Background: an optimization exercise with open tools, aiming at small area, a short achievable clock period and few clock cycles per item. Do not read the settings as production practice.
The RTL was checked by simulation tests, not by an equivalence proof against the original design.
Power is estimated from default activity; no workload was simulated.

Design calculator, start of the top module:
module calculator(
    input  wire        clk,
    input  wire        rst_n,
    input  wire        start,
    input  wire [1:0]  op,
    input  wire [15:0] a,
    input  wire [15:0] b,
    output wire [15:0] result,
    output reg         overflow,
    output reg         done,
    output reg         error
);
export LEC_CHECK = 0
export ABC_AREA = 1
export CAP_MARGIN = 20
export CORE_MARGIN = 2
export CORE_UTILIZATION = 50
export SETUP_SLACK_MARGIN = 1.6
export SLEW_MARGIN = 20
create_clock -name core_clock -period 4.0 [get_ports {clk}]
standard.sh (not shown) runs the stock make flow with config.mk's settings and CLKGATE_MAP_FILE= SYNTH_SCRIPT=/design/flow/synth_recipe.tcl, a recipe that flattens the netlist after the stock synthesis.
==> flow/flow/run.sh <==
#!/bin/bash
# Own layout flow: the standard ORFS layout (standard.sh), with the port
# buffers that global placement inserts made plain buffers
# (sky130_fd_sc_hd__buf_1) instead of the delay cell buffer_ports picks by
# default. Every input and output port still gets its own buffer.
# Full tool output goes to flow.log in the work folder; ORFS's per-step logs
# stay under orfs/logs/.
set -euo pipefail
cd "$(dirname "$0")/.."
bash standard.sh "BUFFER_PORTS_ARGS=-buffer_cell sky130_fd_sc_hd__buf_1" finish > flow.log 2>&1
Testbench counts at the start, summed over its fixed seeds: cycles 20,242, ops 3,200.
Then changed:
- CORE_UTILIZATION: 50 -> 40
Effect:
- The changed run went through all stages and came out clean
- worst setup slack gets better by 3.9 ps
- wire length rose by 1.5%
- clock power fell by 7.0%
- hold slack loses 8.6 ps
- sequential power came out higher by about 1%
- synthesized area is unchanged
- design area came out higher by about 1.1%
- non-clock buffer count increases by 7
- synthesized cell count is unchanged
- core utilization is lower by 12 points
- sequential share of layout area shrinks by 0.17 points


== build 74 ==
calculator, a different RTL version from the one above (not shown whole).
Size in the first run: roughly 660 cells after synthesis, ~59 flip-flops, about 56 I/O pins.
==> flow/config.mk <==
export PLATFORM = sky130hd
export DESIGN_NAME = calculator
export DESIGN_NICKNAME = calculator
export VERILOG_FILES = /design/flow/design.v
export SDC_FILE = /design/flow/constraint.sdc
export NUM_CORES = 4
export LEC_CHECK = 0
export ABC_AREA = 1
export CAP_MARGIN = 20
export CORE_MARGIN = 2
export CORE_UTILIZATION = 45
export SETUP_SLACK_MARGIN = 1.6
export SLEW_MARGIN = 20
export TNS_END_PERCENT = 20
==> flow/constraint.sdc <==
create_clock -name core_clock -period 4.0 [get_ports {clk}]
set_input_delay 0.8000 -clock core_clock [delete_from_list [all_inputs] [get_ports {clk}]]
set_output_delay 0.8000 -clock core_clock [all_outputs]
set_load 0.01 [all_outputs]
Scripts as last shown in full above: flow/flow/run.sh
Testbench counts of build 74, summed over its fixed seeds: cycles 20,242, ops 3,200.
The inputs of build 31 differ from those of build 74 as listed below.
- changing SETUP_SLACK_MARGIN from 1.6 to 1.5
- removing TNS_END_PERCENT (formerly 20)
- changing CORE_UTILIZATION from 45 to 40
- setting ABC_CLOCK_PERIOD_IN_PS to 1500 for the first time
- removing ABC_AREA (formerly 1)
Findings:
The final layout from build 31, which completed every stage, passed the timing, DRC and antenna checks at the end of the flow. Of build 31 and build 74, it is build 31 that has the lower first-pass GRT wire length. Build 31 vs. build 74: non-clock buffer count went up by 35. Reported for build 74 and build 31, port buffer count turned out identical to the last digit. From build 74 to build 31 the numbers moved as follows: share of total power in the clock network decreased 2.7 points, period utilization increased 4.5 points, arrival time of data at the critical path endpoint increased 160 ps.
Edits applied to the flow inputs when going from build 31 to build 39:
- an added PLACE_DENSITY of 0.75
- a change of CORE_UTILIZATION from 40 to 50
- a change of SETUP_SLACK_MARGIN from 1.5 to 1.6
- a deleted ABC_CLOCK_PERIOD_IN_PS that had been 1500
- an added ABC_AREA of 1
Notes after the runs:
- Per the comparison of build 39 with build 31, cell row count lower, maximum resistive drop on vdd now larger, via count of the first global-routing pass now larger, global-route usage now larger.
- Build 39 against build 31: insertion delay of the later-clocked pin in the worst-skew pair essentially unchanged, mapped cell area went up, post-DP HPWL went down 100 um.
- X[15] as the timing startpoint of the critical path was reported by build 31, and cnt[2] by build 39.
Modified inputs, build 38 compared to build 39
- putting TNS_END_PERCENT at 5 where nothing was set
- swapping 1.6 for 1.7 in SETUP_SLACK_MARGIN
- clearing PLACE_DENSITY, which used to be 0.75
Notes after the runs:
Side by side, switching fraction of total power turned out lower in build 38 than in build 39.
[build 38] total power per unit cell area rose 6.5 nW/um^2 relative to build 39
Synthesized area: build 38 vs build 39 identical
## Diff of input files: build 13 against build 38
- a deleted TNS_END_PERCENT that had been 5
- a change of SETUP_SLACK_MARGIN from 1.7 to 1.6
- an added GPL_ROUTABILITY_DRIVEN of 0
## What came out
- Summary of build 13 over build 38: setup slack went down, non-clock buffer count went down, detailed-route vias per instance did not really move.
Here is what was changed in the inputs of build 68 compared with build 13.
- TNS_END_PERCENT newly set to 10
- SETUP_SLACK_MARGIN changed from 1.6 to 1.65
- GPL_ROUTABILITY_DRIVEN removed (was 0)
--- outcome ---
- Taking build 13 as the reference point, the growth of design area from synthesis to finish of build 68 falls by 0.29 points.
- Build 68 against build 13: sequential share of layout area essentially unchanged; final-layout fill cell count fell by 23; setup slack after layout shows an increase of 17 ps.
- Of build 68 and build 13, the run reporting the lower post-layout minimum cycle time was build 68.
- Compared with build 13, build 68 is the more power-hungry design.


== alpha ==
The RTL this note starts from:
==> flow/design.v <==
module calculator(
    input  wire        clk,
    input  wire        rst_n,
    input  wire        start,
    input  wire [1:0]  op,
    input  wire [15:0] a,
    input  wire [15:0] b,
    output wire [15:0] result,
    output reg         overflow,
    output reg         done,
    output reg         error
);
reg  [15:0] X, Y, R;
reg  [4:0]  cnt;         
reg  [1:0]  opr;         
wire is_mul = (opr == 2'b10);
wire is_div = (opr == 2'b11);
wire subtr  = opr[0];
wire addsub = ~opr[1];
wire [16:0] A = {R, Y[15] & ~is_mul};
wire [17:0] T;
pfx_add #(.W(17)) u_add (.a(A), .b({subtr, X}), .ci(subtr), .s(T[16:0]), .co(T[17]));
wire        cy = T[17];                  
wire [15:0] v = {R[11:0], Y[15:12]};
wire [15:0] top_x;
genvar gi;
generate
    for (gi = 0; gi < 16; gi = gi + 1) begin : tx
        if (gi == 15) begin : t
            assign top_x[gi] = 1'b1;
        end else begin : n
            assign top_x[gi] = &X[15:gi+1];
        end
    end
endgenerate
wire cnt_ge4  = |cnt[4:2];
wire skip_mul = cnt_ge4 & is_mul & (Y[15:12] == 4'd0);
wire skip_div = cnt_ge4 & is_div & (R[15:12] == 4'd0) & ~|(v & top_x);
wire skip     = skip_mul | skip_div;
wire use_t = addsub | (is_mul & Y[15]) | (is_div & cy);
wire q     = is_div & cy;
wire [4:0] cnt_m1 = cnt - 5'd1;
wire [4:0] cnt_m4 = cnt - 5'd4;
wire last = skip ? (cnt == 5'd4) : (cnt == 5'd1);
wire busy = |cnt;
wire b_zero    = (b == 16'd0);
wire st_div    = (op == 2'b11);
wire st_addsub = ~op[1];
wire ov_as  = busy & addsub;
wire ov_m   = busy & is_mul;
wire a15    = R[14];
wire ov_next = (overflow & ~ov_as)
             | (ov_m & (R[15] | (skip_mul & |R[14:12])))
             | (ov_m & ~skip_mul & Y[15] & T[16])
             | (ov_as & (a15 == X[15]) & (T[15] ^ a15));
always @(posedge clk) begin
    opr <= op;
    if (start) begin
        X      <= op[0] ? ~b : b;
        Y      <= {st_addsub ? a[0] : a[15], a[14:0]};
        R      <= st_addsub ? {1'b0, a[15:1]} : 16'd0;
        error  <= st_div & b_zero;
        overflow <= 1'b0;
    end else begin
        if (skip) begin
            R <= {R[11:0], Y[15:12]};
            Y <= {Y[11:0], 4'd0};
        end else begin
            R <= use_t ? T[15:0] : {R[14:0], Y[15]};
            Y <= {Y[14:0], q};
        end
        overflow <= ov_next;
    end
end
always @(posedge clk or negedge rst_n) begin
    if (!rst_n) begin
        cnt  <= 5'd0;
        done <= 1'b0;
    end else if (start) begin
        cnt  <= (st_div & b_zero) ? 5'd0 : (st_addsub ? 5'd1 : 5'd16);
        done <= st_div & b_zero;
    end else begin
        cnt  <= ~busy ? 5'd0 : (skip ? cnt_m4 : cnt_m1);
        done <= busy & last;
    end
end
assign result = (is_div & ~error) ? Y : R;
endmodule
module pfx_add #(parameter W = 16) (
    input  wire [W-1:0] a,
    input  wire [W-1:0] b,
    input  wire         ci,
    output wire [W-1:0] s,
    output wire         co
);
    wire [W:0] g [0:5];
    wire [W:0] p [0:5];
    assign g[0] = {a & b, ci};
    assign p[0] = {a ^ b, 1'b0};
    genvar l, i;
    generate
        for (l = 0; l < 5; l = l + 1) begin : lvl
            for (i = 0; i <= W; i = i + 1) begin : bt
                if (i >= (1 << l)) begin : mg
                    assign g[l+1][i] = g[l][i] | (p[l][i] & g[l][i - (1 << l)]);
                    assign p[l+1][i] = p[l][i] & p[l][i - (1 << l)];
                end else begin : cp
                    assign g[l+1][i] = g[l][i];
                    assign p[l+1][i] = p[l][i];
                end
            end
        end
    endgenerate
    assign s  = p[0][W:1] ^ g[5][W-1:0];
    assign co = g[5][W];
endmodule
Settings: LEC_CHECK=0, ABC_CLOCK_PERIOD_IN_PS=1500, CAP_MARGIN=20, CORE_MARGIN=2, CORE_UTILIZATION=40, SETUP_SLACK_MARGIN=1.2, SLEW_MARGIN=20; clock period 4.0 ns.
Scripts as last shown in full above: flow/flow/run.sh
Testbench counts of alpha, summed over its fixed seeds: cycles 20,242, ops 3,200.
Edits applied to the flow inputs when going from alpha to beta:
diff --git a/flow/config.mk b/flow/config.mk
--- a/flow/config.mk
+++ b/flow/config.mk
@@ -12 +12,3 @@
-export SETUP_SLACK_MARGIN = 1.2
+export CTS_CLUSTER_DIAMETER = 80
+export CTS_CLUSTER_SIZE = 30
+export SETUP_SLACK_MARGIN = 1.5
Going from alpha to beta, combinational share of power shows an increase of 2.2 points, shortest period the worst path allows moved down. beta vs alpha — power per cell area dropped slightly.
The following lists how gamma was set up differently from beta:
diff --git a/flow/config.mk b/flow/config.mk
--- a/flow/config.mk
+++ b/flow/config.mk
@@ -8 +8 @@
-export ABC_CLOCK_PERIOD_IN_PS = 1500
+export ABC_AREA = 1
@@ -12,2 +11,0 @@
-export CTS_CLUSTER_DIAMETER = 80
-export CTS_CLUSTER_SIZE = 30
Between gamma and beta, the number of sinks driven by the clock tree does not differ in any meaningful way. When gamma is set beside beta, its routed wire length on met2 turns out to be 11% larger. In gamma the post-synth design cell area turned out about 7% higher than in beta.
The following lists how delta was set up differently from gamma:
diff --git a/flow/config.mk b/flow/config.mk
--- a/flow/config.mk
+++ b/flow/config.mk
@@ -8 +8 @@
-export ABC_AREA = 1
+export ABC_CLOCK_PERIOD_IN_PS = 1300
@@ -12 +12 @@
-export SETUP_SLACK_MARGIN = 1.5
+export SETUP_SLACK_MARGIN = 1.9
Notes after the runs:
- Delta (delta minus gamma): sequential share of cell area decreased 4.4 points; clock skew went up by 0.0047 ns.
- Summary of delta over gamma: total routed wire length on the met1 layer went down by about 8%; total core area went down by about 6%; post-synthesis cell count went down by 184; power spent charging and discharging nets went up by about 13%.
- In the flow results for delta and gamma, the count of buffers not belonging to the clock network in the layout is larger on delta.
- gamma → delta: relative contribution of the clock network to total power now sits lower; initial cell density of the core dropped 0.41 points; total wire length saw an increase.
- Relative to gamma, largest fanout on the critical path has gone down in delta.
--- input diff delta..epsilon ---
diff --git a/flow/config.mk b/flow/config.mk
--- a/flow/config.mk
+++ b/flow/config.mk
@@ -8 +8 @@
-export ABC_CLOCK_PERIOD_IN_PS = 1300
+export ABC_CLOCK_PERIOD_IN_PS = 1800
@@ -12 +12 @@
-export SETUP_SLACK_MARGIN = 1.9
+export SETUP_SLACK_MARGIN = 1.5
[summary]
- epsilon ran to completion and came out clean on the timing, DRC and antenna checks.
- Between epsilon and delta, it is epsilon whose fraction of standard cell area that is sequential is higher, by 4.6 points.
- Compared to delta, epsilon has final total power 18% lower.
- delta → epsilon: number of nets in the finished design went down 5.1%, area growth from synthesis to layout has decreased, utilization after layout down 9.8 points, part of the total power dissipated in the clock network saw an increase.
- Comparing final critical path time including I/O delays and setup for delta and epsilon, the bigger number came from delta.
- Between delta and epsilon, the number of multi-input logic gates figures differ only marginally.

## what the ideal ports hide
The results above use ideal ports. As a check the final layouts listed here were re-extracted and re-timed, cells and wires unchanged. Step 1 (the two cells are an assumption about what drives the block):
set clk [get_ports {clk}]
set_driving_cell -lib_cell sky130_fd_sc_hd__clkbuf_16 $clk
set_driving_cell -lib_cell sky130_fd_sc_hd__buf_2 [delete_from_list [all_inputs] $clk]
Step 2 also shifts input and output timing later by t, the mid clock arrival at the registers, as if the neighbouring blocks saw the same clock. Slacks: ideal / step 1 / step 2; pairs: ideal / step 1.
run	shift t [ns]	setup WS [ns]	latest minus earliest clock arrival (ns)	cell pins on the clock port's net
the first run of note 1	0.381	1.597 / 1.561 / 1.565	0.014 / 0.014	1
the second run of note 1	0.387	1.601 / 1.566 / 1.456	0.013 / 0.014	1
build 74	0.382	1.704 / 1.704 / 1.600	0.015 / 0.015	1
build 31	0.376	1.526 / 1.526 / 1.526	0.014 / 0.014	1
build 39	0.388	1.688 / 1.688 / 1.688	0.009 / 0.008	1
build 38	0.368	1.789 / 1.756 / 1.577	0.008 / 0.008	1
build 13	0.372	1.744 / 1.714 / 1.615	0.010 / 0.010	1
build 68	0.368	1.761 / 1.744 / 1.586	0.011 / 0.010	1
alpha	0.382	1.272 / 1.272 / 1.272	0.006 / 0.007	1
beta	0.388	1.531 / 1.526 / 1.531	0.008 / 0.007	1
gamma	0.393	1.552 / 1.513 / 1.466	0.012 / 0.012	1
delta	0.379	1.523 / 1.523 / 1.523	0.017 / 0.017	1
epsilon	0.388	1.531 / 1.526 / 1.531	0.008 / 0.007	1
After both steps every run listed still meets setup and hold. For build 38, which loses most, drivers alone change the setup slack by -0.033 ns; drivers and shift together by -0.212 ns.
